From an optimization exercise on the open Yosys and OpenROAD flow, aimed at small area, a short achievable clock period and few clock cycles; shortcuts taken in it are not production practice. In this exercise RTL edits were held to simulation tests only and were not proved equivalent to the original. No activity file was given, so power comes from the tool's default toggle rates.

==> inputs of try-ember <==
==> flow/design.v <==
module register_file (
	input				clk,
	input		[4:0]	rs1,
	input		[4:0]	rs2,
	input		[4:0]	rd,
	input				we,
	input		[31:0]	in,
	output		[31:0]	out1,
	output		[31:0]	out2
	);
	wire [31:0] data [31:0];
	assign data[0] = 32'd0;
	genvar i;
	generate
		for (i = 1; i <= 31; i = i + 1) begin : regs
			reg [31:0] q;
			always @(posedge clk)
				if (we && rd == i)
					q <= in;
			assign data[i] = q;
		end
	endgenerate
	assign out1 = data[rs1];
	assign out2 = data[rs2];
endmodule
module processor
	#(parameter WIDTH = 32)
	(
		input CLK,
		input RST,
		output [WIDTH-1:0] IF_pc,
		input  [WIDTH-1:0] IF_instr,
		output [WIDTH-1:0] MEM_mem_in,
		output [WIDTH-1:0] MEM_alu_out,
		output  [2:0] 		 MEM_MemLen,
		output 				 MEM_MemRead,
		output 						 MEM_MemWrite,
		input  [WIDTH-1:0] MEM_mem_out
	);
	reg  [31:2] pc;       
	reg         xv;       
	reg  [31:0] ir;       
	reg  [31:2] xpc;      
	reg  [31:0] xa, xb;   
	reg  [4:0]  xlo;      
	reg b_reg, b_immi, b_immu, b_immb, b_four;   
	reg a_reg, a_pc;                              
	reg sub;                                      
	reg r_add, r_sll, r_slt, r_sltu, r_xor, r_srl, r_or, r_and;   
	reg sh_arith;                                 
	reg x_ld, x_st, x_br, x_jalr, x_wr, x_pred;
	assign IF_pc = {pc, 2'b00};
	wire [2:0] f3 = ir[14:12];
	wire [4:0] rd = ir[11:7];
	wire [31:0] imm_i = {{20{ir[31]}}, ir[31:20]};
	wire [31:0] imm_b = {{19{ir[31]}}, ir[31], ir[7], ir[30:25], ir[11:8], 1'b0};
	wire [31:0] imm_u = {ir[31:12], 12'b0};
	wire [31:0] addr = xa + {{20{ir[31]}}, ir[31:25], xlo};
	wire [31:0] alu_a = ({32{a_reg}} & xa) | ({32{a_pc}} & {xpc, 2'b00});
	wire [31:0] alu_b = ({32{b_reg}} & xb) | ({32{b_immi}} & imm_i) | ({32{b_immu}} & imm_u) |
	                    ({32{b_immb}} & imm_b) | {29'd0, b_four, 2'b00};
	wire [32:0] sum = {1'b0, alu_a} + {1'b0, alu_b ^ {32{sub}}} + {32'd0, sub};
	wire sltu = ~sum[32];
	wire slt = (xa[31] ^ alu_b[31]) ? xa[31] : sum[31];
	wire [31:0] a_rev;
	genvar gi;
	generate
		for (gi = 0; gi < 32; gi = gi + 1) begin : rev_in
			assign a_rev[gi] = xa[31-gi];
		end
	endgenerate
	wire [31:0] sh_in = r_sll ? a_rev : xa;
	wire sh_fill = sh_arith & xa[31];
	wire [32:0] sh_full = $signed({sh_fill, sh_in}) >>> alu_b[4:0];
	wire [31:0] sh_r = sh_full[31:0];
	wire [31:0] sh_rev;
	generate
		for (gi = 0; gi < 32; gi = gi + 1) begin : rev_out
			assign sh_rev[gi] = sh_r[31-gi];
		end
	endgenerate
	wire [31:0] alu_out = ({32{r_add}} & sum[31:0]) |
	                      ({32{r_sll}} & sh_rev) |
	                      ({32{r_srl}} & sh_r) |
	                      {31'd0, (r_slt & slt) | (r_sltu & sltu)} |
	                      ({32{r_xor}} & (xa ^ alu_b)) |
	                      ({32{r_or}} & (xa | alu_b)) |
	                      ({32{r_and}} & (xa & alu_b));
	wire [31:0] wb = x_ld ? MEM_mem_out : alu_out;
	wire x_we = xv & x_wr;
	wire eq  = (xa == xb);
	wire ltu = (xa < xb);
	wire lt  = ($signed(xa) < $signed(xb));
	wire cond = (f3[2] ? (f3[1] ? ltu : lt) : eq) ^ f3[0];
	wire redirect = xv & ((x_br & (cond ^ x_pred)) | x_jalr);
	wire [31:2] x_target = x_jalr ? addr[31:2] : sum[31:2];
	assign MEM_alu_out  = addr;
	assign MEM_mem_in   = xb;
	assign MEM_MemLen   = {f3[2], f3[1:0] + 2'd1};
	assign MEM_MemRead  = xv & x_ld;
	assign MEM_MemWrite = xv & x_st;
	wire [31:0] fi = IF_instr;
	wire [6:0] fop = fi[6:0];
	wire [2:0] ff3 = fi[14:12];
	wire f_ctl   = fop[6];                          
	wire f_br    = fop[6] & ~fop[2];
	wire f_jal   = fop[6] & fop[3];
	wire f_jalr  = fop[6] & fop[2] & ~fop[3];
	wire f_mem   = ~fop[6] & ~fop[4];               
	wire f_ld    = f_mem & ~fop[5];
	wire f_st    = f_mem & fop[5];
	wire f_u     = ~fop[6] & fop[4] & fop[2];       
	wire f_auipc = f_u & ~fop[5];
	wire f_alu   = ~fop[6] & fop[4] & ~fop[2];      
	wire f_op    = f_alu & fop[5];
	wire f_pred  = f_br & (fi[31] | fi[12]);
	wire f_taken = f_jal | f_pred;
	wire [2:0] fn = f_alu ? ff3 : 3'b000;
	wire [31:2] f_imm_b = {{19{fi[31]}}, fi[31], fi[7], fi[30:25], fi[11:9]};
	wire [31:2] f_imm_j = {{11{fi[31]}}, fi[31], fi[19:12], fi[20], fi[30:22]};
	wire [31:2] f_inc = f_taken ? (f_jal ? f_imm_j : f_imm_b) : 30'd1;
	wire [31:2] f_next = pc + f_inc;
	wire [31:0] rf1, rf2;
	register_file register_file (
		.clk(CLK),
		.rs1(fi[19:15]),
		.rs2(fi[24:20]),
		.rd(rd),
		.we(x_we),
		.in(wb),
		.out1(rf1),
		.out2(rf2)
	);
	wire fwd1 = x_we & (rd == fi[19:15]);
	wire fwd2 = x_we & (rd == fi[24:20]);
	always @(posedge CLK) begin
		if (RST) begin
			pc <= 30'd0;
			xv <= 1'b0;
		end else begin
			pc <= redirect ? x_target : f_next;
			xv <= ~redirect;
		end
		ir  <= fi;
		xlo <= (fop[5] & ~fop[2]) ? fi[11:7] : fi[24:20];
		xpc <= pc;
		xa  <= fwd1 ? wb : rf1;
		xb  <= fwd2 ? wb : rf2;
		b_reg  <= f_op;
		b_immi <= f_alu & ~fop[5];
		b_immu <= f_u;
		b_immb <= f_br & ~f_pred;
		b_four <= f_ctl & ~(f_br & ~f_pred);
		a_reg  <= f_alu;
		a_pc   <= f_ctl | f_auipc;
		sub    <= (f_op & fi[30] & (fn == 3'b000)) | (fn[2:1] == 2'b01);
		r_add  <= (fn == 3'b000);
		r_sll  <= (fn == 3'b001);
		r_slt  <= (fn == 3'b010);
		r_sltu <= (fn == 3'b011);
		r_xor  <= (fn == 3'b100);
		r_srl  <= (fn == 3'b101);
		r_or   <= (fn == 3'b110);
		r_and  <= (fn == 3'b111);
		sh_arith <= fi[30];
		x_ld   <= f_ld;
		x_st   <= f_st;
		x_br   <= f_br;
		x_jalr <= f_jalr;
		x_wr   <= ~f_br & ~f_st & (fi[11:7] != 5'd0);
		x_pred <= f_pred;
	end
endmodule
==> flow/flow/run.sh <==
#!/bin/bash
set -euo pipefail
bash standard.sh SETUP_SLACK_MARGIN=6 \
	"BUFFER_PORTS_ARGS=-buffer_cell sky130_fd_sc_hd__buf_2" \
	finish > flow.log 2>&1
==> flow/standard.sh <==
#!/bin/bash
# synth_recipe.tcl (not shown) runs the flow's synth.tcl, then flattens the netlist and writes it again
# the make line also repeats each setting of config.mk as NAME=value (left out here)
make -C /OpenROAD-flow-scripts/flow DESIGN_CONFIG=/design/flow/config.mk WORK_HOME=/design/flow/orfs CLKGATE_MAP_FILE= SYNTH_SCRIPT=/design/flow/synth_recipe.tcl "${@:-finish}"
==> flow/config.mk <==
export PLATFORM = sky130hd
export DESIGN_NAME = processor
export DESIGN_NICKNAME = processor
export VERILOG_FILES = /design/flow/design.v
export SDC_FILE = /design/flow/constraint.sdc
export NUM_CORES = 4
export LEC_CHECK = 0
export CAP_MARGIN = 20
export CORE_MARGIN = 2
export CORE_UTILIZATION = 55
export CTS_CLUSTER_DIAMETER = 100
export CTS_CLUSTER_SIZE = 25
export PLACE_DENSITY = 0.65
export SETUP_SLACK_MARGIN = 5
export SLEW_MARGIN = 20
export TNS_END_PERCENT = 5
==> flow/constraint.sdc <==
create_clock -name core_clock -period 11.0 [get_ports {CLK}]
set_input_delay 2.2000 -clock core_clock [delete_from_list [all_inputs] [get_ports {CLK}]]
set_output_delay 2.2000 -clock core_clock [all_outputs]
set_load 0.01 [all_outputs]
==> try-quartz: changes against try-ember <==
==> flow/design.v, changed modules only <==
module processor
	#(parameter WIDTH = 32)
	(
		input CLK,
		input RST,
		output [WIDTH-1:0] IF_pc,
		input  [WIDTH-1:0] IF_instr,
		output [WIDTH-1:0] MEM_mem_in,
		output [WIDTH-1:0] MEM_alu_out,
		output  [2:0] 		 MEM_MemLen,
		output 				 MEM_MemRead,
		output 						 MEM_MemWrite,
		input  [WIDTH-1:0] MEM_mem_out
	);
	reg  [31:2] pc;       
	reg         xv;       
	reg  [31:0] ir;       
	reg  [31:2] xpc;      
	reg  [31:0] xa, xb;   
	assign IF_pc = {pc, 2'b00};
	wire [6:0] op = ir[6:0];
	wire [2:0] f3 = ir[14:12];
	wire [4:0] rd = ir[11:7];
	wire is_ctl   = op[6];                        
	wire is_br    = op[6] & ~op[2];
	wire is_jalr  = op[6] & op[2] & ~op[3];
	wire is_mem   = ~op[6] & ~op[4];              
	wire is_ld    = is_mem & ~op[5];
	wire is_st    = is_mem & op[5];
	wire is_u     = ~op[6] & op[4] & op[2];       
	wire is_lui   = is_u & op[5];
	wire is_auipc = is_u & ~op[5];
	wire is_alu   = ~op[6] & op[4] & ~op[2];      
	wire is_op    = is_alu & op[5];
	wire x_pred = ir[31];                         
	wire [31:0] imm_i = {{20{ir[31]}}, ir[31:20]};
	wire [31:0] imm_s = {{20{ir[31]}}, ir[31:25], ir[11:7]};
	wire [31:0] imm_b = {{19{ir[31]}}, ir[31], ir[7], ir[30:25], ir[11:8], 1'b0};
	wire [31:0] imm_u = {ir[31:12], 12'b0};
	wire [31:0] addr = xa + ((op[5] & ~op[2]) ? imm_s : imm_i);
	wire [31:0] alu_a = is_ctl | is_auipc ? {xpc, 2'b00} : (is_lui ? 32'd0 : xa);
	wire [31:0] imm_x = is_ctl ? ((is_br & ~x_pred) ? imm_b : 32'd4) : (op[2] ? imm_u : imm_i);
	wire [31:0] alu_b = is_op ? xb : imm_x;
	wire [2:0] fn = is_alu ? f3 : 3'b000;
	wire sub = (is_op & ir[30] & (fn == 3'b000)) | (fn[2:1] == 2'b01);
	wire [32:0] sum = {1'b0, alu_a} + {1'b0, alu_b ^ {32{sub}}} + {32'd0, sub};
	wire sltu = ~sum[32];
	wire slt = (alu_a[31] ^ alu_b[31]) ? alu_a[31] : sum[31];
	wire left = ~fn[2];
	wire [31:0] a_rev;
	genvar gi;
	generate
		for (gi = 0; gi < 32; gi = gi + 1) begin : rev_in
			assign a_rev[gi] = alu_a[31-gi];
		end
	endgenerate
	wire [31:0] sh_in = left ? a_rev : alu_a;
	wire sh_fill = ~left & ir[30] & alu_a[31];
	wire [32:0] sh_full = $signed({sh_fill, sh_in}) >>> alu_b[4:0];
	wire [31:0] sh_r = sh_full[31:0];
	wire [31:0] sh_rev;
	generate
		for (gi = 0; gi < 32; gi = gi + 1) begin : rev_out
			assign sh_rev[gi] = sh_r[31-gi];
		end
	endgenerate
	reg [31:0] alu_out;
	always @(*)
		case (fn)
			3'b000: alu_out = sum[31:0];
			3'b001: alu_out = sh_rev;
			3'b010: alu_out = {31'd0, slt};
			3'b011: alu_out = {31'd0, sltu};
			3'b100: alu_out = alu_a ^ alu_b;
			3'b101: alu_out = sh_r;
			3'b110: alu_out = alu_a | alu_b;
			default: alu_out = alu_a & alu_b;
		endcase
	wire [31:0] wb = is_ld ? MEM_mem_out : alu_out;
	wire x_we = xv & (rd != 5'd0) & ~is_br & ~is_st;
	wire eq  = (xa == xb);
	wire ltu = (xa < xb);
	wire lt  = ($signed(xa) < $signed(xb));
	wire cond = (f3[2] ? (f3[1] ? ltu : lt) : eq) ^ f3[0];
	wire redirect = xv & ((is_br & (cond ^ x_pred)) | is_jalr);
	wire [31:2] x_target = is_jalr ? addr[31:2] : sum[31:2];
	assign MEM_alu_out  = addr;
	assign MEM_mem_in   = xb;
	assign MEM_MemLen   = {f3[2], f3[1:0] + 2'd1};
	assign MEM_MemRead  = xv & is_ld;
	assign MEM_MemWrite = xv & is_st;
	wire [31:0] fi = IF_instr;
	wire f_jal = fi[6] & fi[3];
	wire f_br  = fi[6] & ~fi[2];
	wire f_taken = f_jal | (f_br & fi[31]);
	wire [31:2] f_imm_b = {{19{fi[31]}}, fi[31], fi[7], fi[30:25], fi[11:9]};
	wire [31:2] f_imm_j = {{11{fi[31]}}, fi[31], fi[19:12], fi[20], fi[30:22]};
	wire [31:2] f_inc = f_taken ? (f_jal ? f_imm_j : f_imm_b) : 30'd1;
	wire [31:2] f_next = pc + f_inc;
	wire [31:0] rf1, rf2;
	register_file register_file (
		.clk(CLK),
		.rs1(fi[19:15]),
		.rs2(fi[24:20]),
		.rd(rd),
		.we(x_we),
		.in(wb),
		.out1(rf1),
		.out2(rf2)
	);
	wire fwd1 = x_we & (rd == fi[19:15]);
	wire fwd2 = x_we & (rd == fi[24:20]);
	always @(posedge CLK) begin
		if (RST) begin
			pc <= 30'd0;
			xv <= 1'b0;
		end else begin
			pc <= redirect ? x_target : f_next;
			xv <= ~redirect;
		end
		ir  <= fi;
		xpc <= pc;
		xa  <= fwd1 ? wb : rf1;
		xb  <= fwd2 ? wb : rf2;
	end
endmodule
==> flow/run.sh (new file) <==
#!/bin/bash
# synth_recipe.tcl (not shown) runs the flow's synth.tcl, then flattens the netlist and writes it again
# the make line also repeats each setting of config.mk as NAME=value (left out here)
make -C /OpenROAD-flow-scripts/flow DESIGN_CONFIG=/design/flow/config.mk WORK_HOME=/design/flow/orfs CLKGATE_MAP_FILE= SYNTH_SCRIPT=/design/flow/synth_recipe.tcl finish
==> flow/config.mk (replaced) <==
export PLATFORM = sky130hd
export DESIGN_NAME = processor
export DESIGN_NICKNAME = processor
export VERILOG_FILES = /design/flow/design.v
export SDC_FILE = /design/flow/constraint.sdc
export NUM_CORES = 4
export LEC_CHECK = 0
export CAP_MARGIN = 20
export CORE_MARGIN = 2
export CORE_UTILIZATION = 30
export PLACE_DENSITY = 0.45
export SLEW_MARGIN = 20
removed: flow/flow/run.sh
removed: flow/standard.sh
==> try-yarrow: changes against try-ember <==
==> flow/design.v, changed modules only <==
module processor
	#(parameter WIDTH = 32)
	(
		input CLK,
		input RST,
		output [WIDTH-1:0] IF_pc,
		input  [WIDTH-1:0] IF_instr,
		output [WIDTH-1:0] MEM_mem_in,
		output [WIDTH-1:0] MEM_alu_out,
		output  [2:0] 		 MEM_MemLen,
		output 				 MEM_MemRead,
		output 						 MEM_MemWrite,
		input  [WIDTH-1:0] MEM_mem_out
	);
	reg  [31:2] pc;       
	reg         xv;       
	reg  [31:0] ir;       
	reg  [31:2] xpc;      
	reg  [31:0] xa, xb;   
	reg  [4:0]  xlo;      
	reg b_reg, b_immi, b_immu, b_immb, b_four;   
	reg a_reg, a_pc;                              
	reg sub;                                      
	reg r_add, r_sll, r_slt, r_sltu, r_xor, r_srl, r_or, r_and;   
	reg sh_arith;                                 
	reg x_ld, x_st, x_br, x_jalr, x_wr, x_pred;
	reg         mv;       
	reg  [31:0] mval;     
	reg  [31:0] mdata;    
	reg  [4:0]  mrd;
	reg  [2:0]  mf3;
	reg         m_ld, m_st, m_wr;
	assign IF_pc = {pc, 2'b00};
	wire [2:0] f3 = ir[14:12];
	wire [4:0] rd = ir[11:7];
	wire [31:0] imm_i = {{20{ir[31]}}, ir[31:20]};
	wire [31:0] imm_b = {{19{ir[31]}}, ir[31], ir[7], ir[30:25], ir[11:8], 1'b0};
	wire [31:0] imm_u = {ir[31:12], 12'b0};
	wire [31:0] addr = xa + {{20{ir[31]}}, ir[31:25], xlo};
	wire [31:0] alu_a = ({32{a_reg}} & xa) | ({32{a_pc}} & {xpc, 2'b00});
	wire [31:0] alu_b = ({32{b_reg}} & xb) | ({32{b_immi}} & imm_i) | ({32{b_immu}} & imm_u) |
	                    ({32{b_immb}} & imm_b) | {29'd0, b_four, 2'b00};
	wire [32:0] sum = {1'b0, alu_a} + {1'b0, alu_b ^ {32{sub}}} + {32'd0, sub};
	wire sltu = ~sum[32];
	wire slt = (xa[31] ^ alu_b[31]) ? xa[31] : sum[31];
	wire [31:0] a_rev;
	genvar gi;
	generate
		for (gi = 0; gi < 32; gi = gi + 1) begin : rev_in
			assign a_rev[gi] = xa[31-gi];
		end
	endgenerate
	wire [31:0] sh_in = r_sll ? a_rev : xa;
	wire sh_fill = sh_arith & xa[31];
	wire [32:0] sh_full = $signed({sh_fill, sh_in}) >>> alu_b[4:0];
	wire [31:0] sh_r = sh_full[31:0];
	wire [31:0] sh_rev;
	generate
		for (gi = 0; gi < 32; gi = gi + 1) begin : rev_out
			assign sh_rev[gi] = sh_r[31-gi];
		end
	endgenerate
	wire [31:0] alu_out = ({32{r_add}} & sum[31:0]) |
	                      ({32{r_sll}} & sh_rev) |
	                      ({32{r_srl}} & sh_r) |
	                      {31'd0, (r_slt & slt) | (r_sltu & sltu)} |
	                      ({32{r_xor}} & (xa ^ alu_b)) |
	                      ({32{r_or}} & (xa | alu_b)) |
	                      ({32{r_and}} & (xa & alu_b));
	wire [31:0] m_wb = m_ld ? MEM_mem_out : mval;
	wire m_we = mv & m_wr;
	wire eq  = (xa == xb);
	wire ltu = (xa < xb);
	wire lt  = ($signed(xa) < $signed(xb));
	wire cond = (f3[2] ? (f3[1] ? ltu : lt) : eq) ^ f3[0];
	wire redirect = xv & ((x_br & (cond ^ x_pred)) | x_jalr);
	wire [31:2] x_target = x_jalr ? addr[31:2] : sum[31:2];
	assign MEM_alu_out  = mval;
	assign MEM_mem_in   = mdata;
	assign MEM_MemLen   = {mf3[2], mf3[1:0] + 2'd1};
	assign MEM_MemRead  = mv & m_ld;
	assign MEM_MemWrite = mv & m_st;
	wire [31:0] fi = IF_instr;
	wire [6:0] fop = fi[6:0];
	wire [2:0] ff3 = fi[14:12];
	wire f_ctl   = fop[6];                          
	wire f_br    = fop[6] & ~fop[2];
	wire f_jal   = fop[6] & fop[3];
	wire f_jalr  = fop[6] & fop[2] & ~fop[3];
	wire f_mem   = ~fop[6] & ~fop[4];               
	wire f_ld    = f_mem & ~fop[5];
	wire f_st    = f_mem & fop[5];
	wire f_u     = ~fop[6] & fop[4] & fop[2];       
	wire f_auipc = f_u & ~fop[5];
	wire f_alu   = ~fop[6] & fop[4] & ~fop[2];      
	wire f_op    = f_alu & fop[5];
	wire f_pred  = f_br & (fi[31] | fi[12]);
	wire f_taken = f_jal | f_pred;
	wire [2:0] fn = f_alu ? ff3 : 3'b000;
	wire [31:2] f_imm_b = {{19{fi[31]}}, fi[31], fi[7], fi[30:25], fi[11:9]};
	wire [31:2] f_imm_j = {{11{fi[31]}}, fi[31], fi[19:12], fi[20], fi[30:22]};
	wire [31:2] f_inc = f_taken ? (f_jal ? f_imm_j : f_imm_b) : 30'd1;
	wire [31:2] f_next = pc + f_inc;
	wire [31:0] rf1, rf2;
	register_file register_file (
		.clk(CLK),
		.rs1(fi[19:15]),
		.rs2(fi[24:20]),
		.rd(mrd),
		.we(m_we),
		.in(m_wb),
		.out1(rf1),
		.out2(rf2)
	);
	wire x_fw = xv & x_wr;
	wire fx1 = x_fw & (rd == fi[19:15]);
	wire fx2 = x_fw & (rd == fi[24:20]);
	wire fm1 = m_we & (mrd == fi[19:15]);
	wire fm2 = m_we & (mrd == fi[24:20]);
	wire f_use1 = ~f_u & ~f_jal;
	wire f_use2 = f_op | f_st | f_br;
	wire stall = x_ld & ((fx1 & f_use1) | (fx2 & f_use2));
	always @(posedge CLK) begin
		if (RST) begin
			pc <= 30'd0;
			xv <= 1'b0;
			mv <= 1'b0;
		end else begin
			if (redirect)
				pc <= x_target;
			else if (~stall)
				pc <= f_next;
			xv <= ~redirect & ~stall;
			mv <= xv;
		end
		mval  <= (x_ld | x_st) ? addr : alu_out;
		mdata <= xb;
		mrd   <= rd;
		mf3   <= f3;
		m_ld  <= x_ld;
		m_st  <= x_st;
		m_wr  <= x_wr;
		ir  <= fi;
		xlo <= (fop[5] & ~fop[2]) ? fi[11:7] : fi[24:20];
		xpc <= pc;
		xa  <= fx1 ? alu_out : (fm1 ? m_wb : rf1);
		xb  <= fx2 ? alu_out : (fm2 ? m_wb : rf2);
		b_reg  <= f_op;
		b_immi <= f_alu & ~fop[5];
		b_immu <= f_u;
		b_immb <= f_br & ~f_pred;
		b_four <= f_ctl & ~(f_br & ~f_pred);
		a_reg  <= f_alu;
		a_pc   <= f_ctl | f_auipc;
		sub    <= (f_op & fi[30] & (fn == 3'b000)) | (fn[2:1] == 2'b01);
		r_add  <= (fn == 3'b000);
		r_sll  <= (fn == 3'b001);
		r_slt  <= (fn == 3'b010);
		r_sltu <= (fn == 3'b011);
		r_xor  <= (fn == 3'b100);
		r_srl  <= (fn == 3'b101);
		r_or   <= (fn == 3'b110);
		r_and  <= (fn == 3'b111);
		sh_arith <= fi[30];
		x_ld   <= f_ld;
		x_st   <= f_st;
		x_br   <= f_br;
		x_jalr <= f_jalr;
		x_wr   <= ~f_br & ~f_st & (fi[11:7] != 5'd0);
		x_pred <= f_pred;
	end
endmodule
==> flow/flow/run.sh (replaced) <==
#!/bin/bash
set -euo pipefail
bash standard.sh SETUP_SLACK_MARGIN=7 \
	"BUFFER_PORTS_ARGS=-buffer_cell sky130_fd_sc_hd__buf_4" \
	finish > flow.log 2>&1
==> try-delta: changes against try-ember <==
==> flow/run.sh (new file) <==
#!/bin/bash
# synth_recipe.tcl (not shown) runs the flow's synth.tcl, then flattens the netlist and writes it again
# the make line also repeats each setting of config.mk as NAME=value (left out here)
make -C /OpenROAD-flow-scripts/flow DESIGN_CONFIG=/design/flow/config.mk WORK_HOME=/design/flow/orfs CLKGATE_MAP_FILE= SYNTH_SCRIPT=/design/flow/synth_recipe.tcl finish
removed: flow/flow/run.sh
removed: flow/standard.sh
==> qor summary <==
item	try-ember	try-delta	try-quartz	try-yarrow
Overall die area	108,000 µm²	108,000 µm²	199,600 µm²	113,200 µm²
Number of clock sinks	1,169	1,169	1,147	1,245
End of the worst register-to-register path	register_file.regs[31].q[8]$_DFFE_PP_	register_file.regs[29].q[30]$_DFFE_PP_	register_file.regs[9].q[13]$_DFFE_PP_	mval[7]$_DFF_P_
Worst setup slack after layout	5.294 ns	4.784 ns	2.904 ns	6.157 ns
Outcome	finished clean	finished clean	finished clean	finished clean
Internal power contribution	6.847 mW	6.895 mW	8.698 mW	7.403 mW
WP depth	13	10	14	11
Hold EP	xpc[23]$_DFF_P_	xpc[23]$_DFF_P_	xpc[9]$_DFF_P_	m_st$_DFF_P_
Clock-net power	2.44 mW	2.45 mW	4.56 mW	2.62 mW
Number of CTS-inserted buffers	56	56	133	60
Number of logic inverters in the finished layout	149	149	152	140
Non-Clock Buffer Area Fraction	3.992%	4.787%	4.923%	4.506%
Fraction of final layout cells sized beyond drive strength 1	15.52%	10.30%	12.02%	14.65%
Non-CTS buffers	380	354	397	376
Layout Utilization	61.12%	61.23%	35.59%	62.10%
Testbench counts of try-ember, summed over its fixed seeds: cycles 32,266.
Testbench counts of try-quartz, summed over its fixed seeds: cycles 32,867.
Testbench counts of try-yarrow, summed over its fixed seeds: cycles 32,761.
Testbench counts of try-delta, summed over its fixed seeds: cycles 32,266.

-- re-timing with driven ports --
How much do the figures lean on ideal ports? The routed layouts below were timed once more, with nothing changed but the port constraints.
Step 1: set_driving_cell puts a clkbuf_16 on CLK and a buf_2 on each other input, an assumption about the parent block.
Step 2, shift: input delay + t, output delay - t, t = (earliest + latest rising clock arrival at the registers) / 2. This alone moves slack from input paths to output paths.
Slacks: no drivers / after step 1 / after step 2; pairs: no drivers / after step 1.
run	t (ns)	slack for setup (ns)	worst register clock-pin slew, ns
try-ember	0.795	5.294 / 5.222 / 4.736	0.11 / 0.11
try-quartz	0.876	2.904 / 2.825 / 3.279	0.07 / 0.07
try-yarrow	0.830	6.157 / 6.210 / 5.380	0.11 / 0.11
try-delta	0.809	4.784 / 4.742 / 4.021	0.11 / 0.11
After both steps every run listed still meets setup and hold. The setup slack of try-yarrow, which loses most, moves by +0.053 ns with the drivers and by -0.777 ns with both steps.
